This design comes from an exercise in tuning for small area, a short achievable clock period and few clock cycles on the open sky130 flow, not from production work. The RTL was checked by simulation tests, not by an equivalence proof against the original design.

run A:
==> flow/design.v <==
`timescale 1ns/1ns
module cpu(
        input Clk,
        input Reset_N,
        output i_readM,
        output i_writeM,
        output [15:0] i_address,
        input [15:0] i_data,
        output d_readM,
        output d_writeM,
        output [15:0] d_address,
        input [15:0] d_data_in,
        output [15:0] d_data_out,
        output reg [15:0] num_inst,
        output reg [15:0] output_port,
        output is_halted
);
    assign i_readM = 1'b1;
    assign i_writeM = 1'b0;
    reg [7:0]  pc;
    reg [15:0] ir;
    reg        v_ex;
    reg [8:0]  pcp1_ex;
    reg        m_b, m_nb, m_imm, m_tcp, m_cin;      
    reg        x_br, x_jr, x_pt;                    
    reg [4:0]  sel_a, sel_b;                        
    reg [15:0] res;
    reg [15:0] sdata;
    reg [1:0]  rd_m;
    reg        we_m, ld_m, mem_m, st_m, wwd_m, hlt_m, cnt_m;
    reg [15:0] r0, r1, r2, r3;
    wire [3:0] f_op = i_data[15:12];
    wire [5:0] f_fn = i_data[5:0];
    wire [1:0] f_rs = i_data[11:10];
    wire [1:0] f_rt = i_data[9:8];
    wire [7:0] f_imm = i_data[7:0];
    wire f_isR   = (f_op == 4'd15);
    wire f_r_alu = f_isR & ~f_fn[4];
    wire f_r_jr  = f_isR & f_fn[4] & ~f_fn[2];
    wire f_r_hlt = f_isR & f_fn[4] & f_fn[2] & f_fn[0];
    wire f_isBr  = (f_op[3:2] == 2'b00);
    wire f_jump  = f_op[3] & ~f_op[2] & (f_op[1] | f_op[0]);
    wire f_use_rs = ~((f_op == 4'd6) | (f_op == 4'd14) | f_jump | f_r_hlt);
    wire f_use_rt = (f_r_alu & ~f_fn[2]) | (f_isBr & ~f_op[1]) | (f_op == 4'd8);
    wire f_pt = f_isBr & f_imm[7];
    wire [8:0] pcp1 = {1'b0, pc} + 9'd1;
    wire [7:0] t_p = pc ^ f_imm;
    wire [7:0] t_g = pc & f_imm;
    wire [7:0] tg0 = {t_g[7:1], pc[0] | f_imm[0]};
    wire [7:0] tp0 = {t_p[7:1], 1'b0};
    wire [7:0] tg1, tp1, tg2, tp2, tg3;
    genvar ti;
    generate
        for (ti = 0; ti < 8; ti = ti + 1) begin : tpfx
            if (ti >= 2) begin : l1
                assign tg1[ti] = tg0[ti] | (tp0[ti] & tg0[ti-1]);
                assign tp1[ti] = tp0[ti] & tp0[ti-1];
            end else if (ti == 1) begin : l1b
                assign tg1[ti] = t_g[1] | (t_p[1] & pc[0]) | (t_p[1] & f_imm[0]);
                assign tp1[ti] = 1'b0;
            end else begin : l1n
                assign tg1[ti] = tg0[ti];
                assign tp1[ti] = tp0[ti];
            end
            if (ti >= 2) begin : l2
                assign tg2[ti] = tg1[ti] | (tp1[ti] & tg1[ti-2]);
                assign tp2[ti] = tp1[ti] & tp1[ti-2];
            end else begin : l2n
                assign tg2[ti] = tg1[ti];
                assign tp2[ti] = tp1[ti];
            end
            if (ti >= 4) begin : l3
                assign tg3[ti] = tg2[ti] | (tp2[ti] & tg2[ti-4]);
            end else begin : l3n
                assign tg3[ti] = tg2[ti];
            end
        end
    endgenerate
    wire [7:0] f_btgt = {t_p[7:1], ~t_p[0]} ^ {tg3[6:0], 1'b0};
    reg [7:0] f_rsv;
    always @(*) begin
        case (f_rs)
            2'd0: f_rsv = r0[7:0];
            2'd1: f_rsv = r1[7:0];
            2'd2: f_rsv = r2[7:0];
            default: f_rsv = r3[7:0];
        endcase
    end
    wire [3:0] op  = ir[15:12];
    wire [5:0] fn  = ir[5:0];
    wire [1:0] rs  = ir[11:10];
    wire [1:0] rt  = ir[9:8];
    wire [1:0] rdf = ir[7:6];
    wire [7:0] imm = ir[7:0];
    wire [15:0] simm = {{8{imm[7]}}, imm};
    wire isR    = (op == 4'd15);
    wire r_alu  = isR & ~fn[4];
    wire r_jrl  = isR & fn[4] & ~fn[2] & fn[1];
    wire r_wwd  = isR & fn[4] & fn[2] & ~fn[0];
    wire r_hlt  = isR & fn[4] & fn[2] & fn[0];
    wire isADI  = (op == 4'd4);
    wire isORI  = (op == 4'd5);
    wire isLHI  = (op == 4'd6);
    wire isLWD  = (op == 4'd7);
    wire isSWD  = (op == 4'd8);
    wire isJAL  = (op == 4'd10);
    wire isNOP  = (op == 4'd14);
    wire go = v_ex;
    wire [15:0] A = ({16{sel_a[0]}} & r0) | ({16{sel_a[1]}} & r1) | ({16{sel_a[2]}} & r2)
                  | ({16{sel_a[3]}} & r3) | ({16{sel_a[4]}} & res);
    wire [15:0] B = ({16{sel_b[0]}} & r0) | ({16{sel_b[1]}} & r1) | ({16{sel_b[2]}} & r2)
                  | ({16{sel_b[3]}} & r3) | ({16{sel_b[4]}} & res);
    wire [15:0] y = ({16{m_b}} & B) | ({16{m_nb}} & ~B) | ({16{m_imm}} & simm) | {16{m_tcp}};
    wire [15:0] pg = A ^ y;
    wire [15:0] gb = ({16{m_b}} & A & B) | ({16{m_nb}} & A & ~B) | ({16{m_imm}} & A & simm);
    wire [15:0] gg0 = {gb[15:1], gb[0] | (pg[0] & m_cin)};
    wire [15:0] gp0 = {pg[15:1], 1'b0};
    wire [15:0] gg1, gp1, gg2, gp2, gg3, gp3, gg4;
    genvar gi;
    generate
        for (gi = 0; gi < 16; gi = gi + 1) begin : pfx
            if (gi >= 1) begin : l1
                assign gg1[gi] = gg0[gi] | (gp0[gi] & gg0[gi-1]);
                assign gp1[gi] = gp0[gi] & gp0[gi-1];
            end else begin : l1n
                assign gg1[gi] = gg0[gi];
                assign gp1[gi] = gp0[gi];
            end
            if (gi >= 2) begin : l2
                assign gg2[gi] = gg1[gi] | (gp1[gi] & gg1[gi-2]);
                assign gp2[gi] = gp1[gi] & gp1[gi-2];
            end else begin : l2n
                assign gg2[gi] = gg1[gi];
                assign gp2[gi] = gp1[gi];
            end
            if (gi >= 4) begin : l3
                assign gg3[gi] = gg2[gi] | (gp2[gi] & gg2[gi-4]);
                assign gp3[gi] = gp2[gi] & gp2[gi-4];
            end else begin : l3n
                assign gg3[gi] = gg2[gi];
                assign gp3[gi] = gp2[gi];
            end
            if (gi >= 8) begin : l4
                assign gg4[gi] = gg3[gi] | (gp3[gi] & gg3[gi-8]);
            end else begin : l4n
                assign gg4[gi] = gg3[gi];
            end
        end
    endgenerate
    wire [15:0] sum = pg ^ {gg4[14:0], m_cin};
    reg [15:0] other;
    reg sel_sum;
    always @(*) begin
        sel_sum = 1'b0;
        other = A;                                             
        if (isR) begin
            if (fn[4]) begin
                if (fn[1]) other = {7'd0, pcp1_ex};            
            end else case (fn[2:0])
                3'd2: other = gb;
                3'd3: other = gb | pg;
                3'd4: other = ~A;
                3'd6: other = {A[14:0], 1'b0};
                3'd7: other = {A[15], A[15:1]};
                default: sel_sum = 1'b1;                       
            endcase
        end else if (isORI) other = gb | pg;
        else if (isLHI) other = {imm, 8'h00};
        else if (isJAL) other = {7'd0, pcp1_ex};
        else sel_sum = 1'b1;                                   
    end
    wire [15:0] alu = sel_sum ? sum : other;
    wire a_eq_b = (A == B);
    wire a_nz = |A;
    reg br_cond;
    always @(*) begin
        case (op[1:0])
            2'd0: br_cond = ~a_eq_b;           
            2'd1: br_cond = a_eq_b;            
            2'd2: br_cond = ~A[15] & a_nz;     
            default: br_cond = A[15];          
        endcase
    end
    wire [7:0] br_target = pcp1_ex[7:0] + imm;
    wire redirect = go & ((x_br & (br_cond ^ x_pt)) | (x_jr & (A[7:0] != pc)));
    wire [7:0] target = x_jr ? A[7:0] : x_pt ? pcp1_ex[7:0] : br_target;
    wire we_ex = r_alu | isADI | isORI | isLHI | isLWD | isJAL | r_jrl;
    wire [1:0] dst_ex = (isJAL | r_jrl) ? 2'd2 : isR ? rdf : rt;
    wire f_seq = ~(f_pt | f_jump | f_r_jr);
    wire keep = ~redirect & ~haz;
    wire s_red = Reset_N & redirect;
    wire s_hold = Reset_N & ~redirect & haz;
    wire s_bt = Reset_N & keep & f_pt;
    wire s_j = Reset_N & keep & f_jump;
    wire s_jr = Reset_N & keep & f_r_jr;
    wire s_seq = Reset_N & keep & f_seq;
    always @(posedge Clk) begin
        pc <= ({8{s_red}} & target) | ({8{s_hold}} & pc) | ({8{s_bt}} & f_btgt)
            | ({8{s_j}} & f_imm) | ({8{s_jr}} & f_rsv) | ({8{s_seq}} & pcp1[7:0]);
    end
    wire fwd_a_nx = go & we_ex & (dst_ex == f_rs);
    wire fwd_b_nx = go & we_ex & (dst_ex == f_rt);
    wire haz = go & isLWD & ((f_use_rs & (dst_ex == f_rs)) | (f_use_rt & (dst_ex == f_rt)));
    wire f_sub = f_isR & (f_fn[2:0] == 3'd1);
    wire f_tcp = f_isR & (f_fn[2:0] == 3'd5);
    always @(posedge Clk) begin
        v_ex <= Reset_N & ~redirect & ~haz;
        ir <= i_data;
        pcp1_ex <= pcp1;
        m_b <= f_isR & ~f_fn[2] & (f_fn[1:0] != 2'd1);
        m_nb <= f_sub;
        m_imm <= ~f_isR & ~f_isBr;
        m_tcp <= f_tcp;
        m_cin <= f_sub | f_tcp;
        x_br <= f_isBr & (|f_imm);
        x_pt <= f_pt;
        x_jr <= f_r_jr;
        sel_a <= fwd_a_nx ? 5'b10000 : {1'b0, f_rs == 2'd3, f_rs == 2'd2, f_rs == 2'd1, f_rs == 2'd0};
        sel_b <= fwd_b_nx ? 5'b10000 : {1'b0, f_rt == 2'd3, f_rt == 2'd2, f_rt == 2'd1, f_rt == 2'd0};
    end
    always @(posedge Clk) begin
        res   <= alu;
        sdata <= B;
        rd_m  <= dst_ex;
        we_m  <= go & we_ex;
        ld_m  <= go & isLWD;
        mem_m <= go & (isLWD | isSWD);
        st_m  <= go & isSWD;
        wwd_m <= go & r_wwd;
        hlt_m <= go & r_hlt;
        cnt_m <= go & ~isNOP & ~r_hlt;
    end
    wire [15:0] wdata = Reset_N ? (ld_m ? d_data_in : res) : 16'd0;
    always @(posedge Clk) begin
        if (!Reset_N || (we_m && rd_m == 2'd0)) r0 <= wdata;
        if (!Reset_N || (we_m && rd_m == 2'd1)) r1 <= wdata;
        if (!Reset_N || (we_m && rd_m == 2'd2)) r2 <= wdata;
        if (!Reset_N || (we_m && rd_m == 2'd3)) r3 <= wdata;
    end
    always @(posedge Clk) begin
        if (!Reset_N) num_inst <= 16'd0;
        else num_inst <= num_inst + {15'd0, cnt_m};
        if (wwd_m) output_port <= res;
    end
    assign i_address = {8'd0, pc};
    assign d_readM = mem_m;
    assign d_writeM = st_m;
    assign d_address = res;
    assign d_data_out = sdata;
    assign is_halted = hlt_m;
endmodule
clock: 12.0 ns
lec_check: 0
abc_clock_period_in_ps: 1500
cap_margin: 20
core_margin: 2
core_utilization: 40
slew_margin: 20
standard.sh (not shown) runs the stock make flow with config.mk's settings and CLKGATE_MAP_FILE= SYNTH_SCRIPT=/design/flow/synth_recipe.tcl, a recipe that flattens the netlist after the stock synthesis.
==> flow/flow/run.sh <==
#!/bin/bash
# The standard layout (the standard.sh: ORFS from synthesis to the final
# layout, with config.mk's settings), with one change: every repair_timing
# step aims at a setup slack of 8.5 ns at the design's clock period, so gate
# sizing and buffering work on the paths that set the period the design
# achieves. The SDC, the clock period and the synthesis are the standard ones.
# make's output goes to standard_flow.log; each ORFS step writes its own log
# under orfs/logs/.
set -euo pipefail
bash standard.sh SETUP_SLACK_MARGIN=8.5 finish > standard_flow.log 2>&1
Testbench counts of run A, summed over its fixed seeds: cycles 39,466.
Edits applied to the flow inputs when going from run A to run B:
--- a/flow/design.v
+++ b/flow/design.v
@@ -39,47 +39,25 @@
     wire f_r_jr  = f_isR & f_fn[4] & ~f_fn[2];
     wire f_r_hlt = f_isR & f_fn[4] & f_fn[2] & f_fn[0];
     wire f_isBr  = (f_op[3:2] == 2'b00);
     wire f_jump  = f_op[3] & ~f_op[2] & (f_op[1] | f_op[0]);
     wire f_use_rs = ~((f_op == 4'd6) | (f_op == 4'd14) | f_jump | f_r_hlt);
     wire f_use_rt = (f_r_alu & ~f_fn[2]) | (f_isBr & ~f_op[1]) | (f_op == 4'd8);
-    wire f_pt = f_isBr & f_imm[7];
+    wire f_pt = f_isBr & (f_imm[7:5] == 3'b111);
     wire [8:0] pcp1 = {1'b0, pc} + 9'd1;
-    wire [7:0] t_p = pc ^ f_imm;
-    wire [7:0] t_g = pc & f_imm;
-    wire [7:0] tg0 = {t_g[7:1], pc[0] | f_imm[0]};
-    wire [7:0] tp0 = {t_p[7:1], 1'b0};
-    wire [7:0] tg1, tp1, tg2, tp2, tg3;
-    genvar ti;
-    generate
-        for (ti = 0; ti < 8; ti = ti + 1) begin : tpfx
-            if (ti >= 2) begin : l1
-                assign tg1[ti] = tg0[ti] | (tp0[ti] & tg0[ti-1]);
-                assign tp1[ti] = tp0[ti] & tp0[ti-1];
-            end else if (ti == 1) begin : l1b
-                assign tg1[ti] = t_g[1] | (t_p[1] & pc[0]) | (t_p[1] & f_imm[0]);
-                assign tp1[ti] = 1'b0;
-            end else begin : l1n
-                assign tg1[ti] = tg0[ti];
-                assign tp1[ti] = tp0[ti];
-            end
-            if (ti >= 2) begin : l2
-                assign tg2[ti] = tg1[ti] | (tp1[ti] & tg1[ti-2]);
-                assign tp2[ti] = tp1[ti] & tp1[ti-2];
-            end else begin : l2n
-                assign tg2[ti] = tg1[ti];
-                assign tp2[ti] = tp1[ti];
-            end
-            if (ti >= 4) begin : l3
-                assign tg3[ti] = tg2[ti] | (tp2[ti] & tg2[ti-4]);
-            end else begin : l3n
-                assign tg3[ti] = tg2[ti];
-            end
-        end
-    endgenerate
-    wire [7:0] f_btgt = {t_p[7:1], ~t_p[0]} ^ {tg3[6:0], 1'b0};
+    wire [4:0] t_p = pc[4:0] ^ f_imm[4:0];
+    wire [4:0] t_g = pc[4:0] & f_imm[4:0];
+    wire c1 = pc[0] | f_imm[0];
+    wire c2 = t_g[1] | (t_p[1] & pc[0]) | (t_p[1] & f_imm[0]);
+    wire g32 = t_g[3] | (t_p[3] & t_g[2]);
+    wire p32 = t_p[3] & t_p[2];
+    wire c3 = t_g[2] | (t_p[2] & c2);
+    wire c4 = g32 | (p32 & c2);
+    wire c5 = t_g[4] | (t_p[4] & g32) | (t_p[4] & p32 & c2);
+    wire [2:0] pc_hi_m1 = pc[7:5] - 3'd1;
+    wire [7:0] f_btgt = {c5 ? pc[7:5] : pc_hi_m1, t_p ^ {c4, c3, c2, c1, 1'b1}};
     reg [7:0] f_rsv;
     always @(*) begin
         case (f_rs)
             2'd0: f_rsv = r0[7:0];
             2'd1: f_rsv = r1[7:0];
             2'd2: f_rsv = r2[7:0];
==> comparison <==
In summary, run B completed successfully, with a layout that passed the timing, design-rule and antenna checks.
Run A completed every stage of the flow, and the final layout passed the timing, design-rule and antenna checks.
~same clock transition at the registers of the reported paths in run B and run A
Going from run A to run B, the total inserted antenna cells was found to have gone up by 2.
Taking run A as the reference point, the worst hold slack after final layout of run B falls by 0.013 ns.
Between run A and run B, the flow reports via count decreasing by a few percent.
Summary of run B over run A: die area now larger; peak supply drop fell by about 12%; synthesis-to-finish area growth dropped 7.9 points.
Against run A as the reference, run B delivers a higher clock period minus worst slack.
Run B has met2 usage below what run A had.
Summary: with run A as the reference, floorplan die width in run B moved up slightly.
Testbench counts of run B, summed over its fixed seeds: cycles 39,466.

==> separate check: timing with driven ports <==
The results above use ideal ports. As a check the final layouts listed here were re-extracted and re-timed, cells and wires unchanged. Step 1, drivers: a clkbuf_16 drives Clk and a buf_2 each remaining input, both assumed. Step 2 times the ports against the registers' clock, not the clock port: input delays grow and output delays shrink by t, the midpoint of the rising clock arrivals with the driver on. Slacks: ideal / step 1 / step 2; pairs: ideal / step 1.
run	t (ns)	setup slack, ns	worst data-port slew with drivers (ns)
run A	0.500	8.131 / 8.141 / 7.644	0.06
run B	0.489	8.054 / 8.043 / 7.646	0.04
After both steps every run listed still meets setup and hold. The setup slack of run A, which loses most, moves by +0.010 ns with the drivers and by -0.487 ns with both steps.
